This design comes from an exercise in tuning for small area on the open sky130 flow, not from production work.
No activity file was given, so power comes from the tool's default toggle rates.

// UART
module UART(clk, reset, load, out_port, eight, pen, ohel,
            baud, tx, rx, r_status, r_data, uart_int, uart_ds);
Size in the first run: about 440 cells after synthesis, about 78 flip-flops, about 0.0037 sq mm of cells after synthesis.
==> flow/config.mk <==
export PLATFORM = sky130hd
export DESIGN_NAME = UART
export DESIGN_NICKNAME = UART
export VERILOG_FILES = /design/flow/design.v
export SDC_FILE = /design/flow/constraint.sdc
export NUM_CORES = 4
export LEC_CHECK = 0
export CAP_MARGIN = 20
export CORE_MARGIN = 2
export CORE_UTILIZATION = 40
export PLACE_DENSITY = 0.6
export SLEW_MARGIN = 20
==> flow/constraint.sdc <==
create_clock -name core_clock -period 10.0 [get_ports {clk}]
set_input_delay 2.0000 -clock core_clock [delete_from_list [all_inputs] [get_ports {clk}]]
set_output_delay 2.0000 -clock core_clock [all_outputs]
set_load 0.01 [all_outputs]
standard.sh (not shown) runs the stock make flow with config.mk's settings and CLKGATE_MAP_FILE= SYNTH_SCRIPT=/design/flow/synth_recipe.tcl, a recipe that flattens the netlist after the stock synthesis.
==> flow/flow/run.sh <==
#!/bin/bash
# Layout flow: the standard flow (standard.sh) with
#  - ABC mapping the logic with an area script (flow/my_synth.tcl),
#  - the smallest buffer on the ports,
#  - a clock tree of small clock buffers without dummy loads.
set -euo pipefail
HERE=$(pwd)
export AREA_ABC_SCRIPT=$HERE/flow/abc_area.script
export FLOW_SYNTH_TCL=$HERE/synth_recipe.tcl
export BUFFER_PORTS_ARGS="-buffer_cell sky130_fd_sc_hd__buf_1"
export CTS_ARGS="-sink_clustering_enable -repair_clock_nets -buf_list {sky130_fd_sc_hd__clkbuf_2 sky130_fd_sc_hd__clkbuf_4} -root_buf sky130_fd_sc_hd__clkbuf_8 -dont_use_dummy_load"
bash standard.sh SYNTH_SCRIPT=$HERE/flow/my_synth.tcl finish > $HERE/flow_make.log 2>&1
==> flow/flow/abc_area.script <==
strash
scorr
balance -l
 resub -K 6 -l
 rewrite -l
 resub -K 6 -N 2 -l
 refactor -l
 resub -K 8 -l
 balance -l
 resub -K 8 -N 2 -l
 rewrite -l
 resub -K 10 -l
 rewrite -z -l
 resub -K 10 -N 2 -l
 balance -l
 resub -K 12 -l
 refactor -z -l
 resub -K 12 -N 2 -l
 rewrite -z -l
 balance -l
balance -l
 resub -K 6 -l
 rewrite -l
 resub -K 6 -N 2 -l
 refactor -l
 resub -K 8 -l
 balance -l
 resub -K 8 -N 2 -l
 rewrite -l
 resub -K 10 -l
 rewrite -z -l
 resub -K 10 -N 2 -l
 balance -l
 resub -K 12 -l
 refactor -z -l
 resub -K 12 -N 2 -l
 rewrite -z -l
 balance -l
dch -f
amap
==> flow/flow/my_synth.tcl <==
# The standard flow's synthesis script (synth_recipe.tcl, unchanged), with ABC mapping the
# combinational logic by an area-oriented script. Registers are mapped by
# dfflibmap before ABC runs, so they are the standard synthesis's.
proc abc {args} {
  set i [lsearch -exact $args -script]
  if { $i >= 0 } { lset args [expr {$i + 1}] $::env(AREA_ABC_SCRIPT) }
  puts "abc (area script): $args"
  yosys abc {*}$args
}
source $::env(FLOW_SYNTH_TCL)
Then changed:
--- a/flow/flow/run.sh
+++ b/flow/flow/run.sh
@@ -9,4 +9,4 @@
 export FLOW_SYNTH_TCL=$HERE/synth_recipe.tcl
 export BUFFER_PORTS_ARGS="-buffer_cell sky130_fd_sc_hd__buf_1"
-export CTS_ARGS="-sink_clustering_enable -repair_clock_nets -buf_list {sky130_fd_sc_hd__clkbuf_2 sky130_fd_sc_hd__clkbuf_4} -root_buf sky130_fd_sc_hd__clkbuf_8 -dont_use_dummy_load"
+export CTS_ARGS="-sink_clustering_enable -repair_clock_nets -buf_list {sky130_fd_sc_hd__clkbuf_8} -root_buf sky130_fd_sc_hd__clkbuf_8 -sink_clustering_size 25 -dont_use_dummy_load"
 bash standard.sh SYNTH_SCRIPT=$HERE/flow/my_synth.tcl finish > $HERE/flow_make.log 2>&1
Result: The changed run ran to the end with no violations. Total power does not change. Clock-buffer cell count stays the same. Cell area does not change. Clock power hardly moves. Setup slack stays the same. Wire length stays the same. Area after synthesis does not change. Final cell count stays the same. Synthesized cell count does not change.
No functional check of the RTL was part of any run of this note.

-- port drivers added, routing unchanged --
The flow's constraints put no driver on any port. The routed layouts listed below were extracted and timed again, unchanged, in two steps. Step 1 assumes that a clkbuf_16 drives the clock port and a buf_2 every other input. Step 2 moves the port delays by t, midway between the first and last clock arrival at a register: inputs arrive t later, outputs are due t later. That takes back most of the time a late clock gives input paths. Three values: no drivers, after step 1, after step 2; two values: the first two.
| run | shift t [ns] | slack for setup (ns) | slew at the worst register clock pin (ns) |
|---|---|---|---|
| the first run | 0.375 | 4.902 / 4.906 / 4.531 | 0.08 / 0.08 |
| the second run | 0.375 | 4.902 / 4.906 / 4.531 | 0.08 / 0.08 |
After both steps every run listed still meets setup and hold.
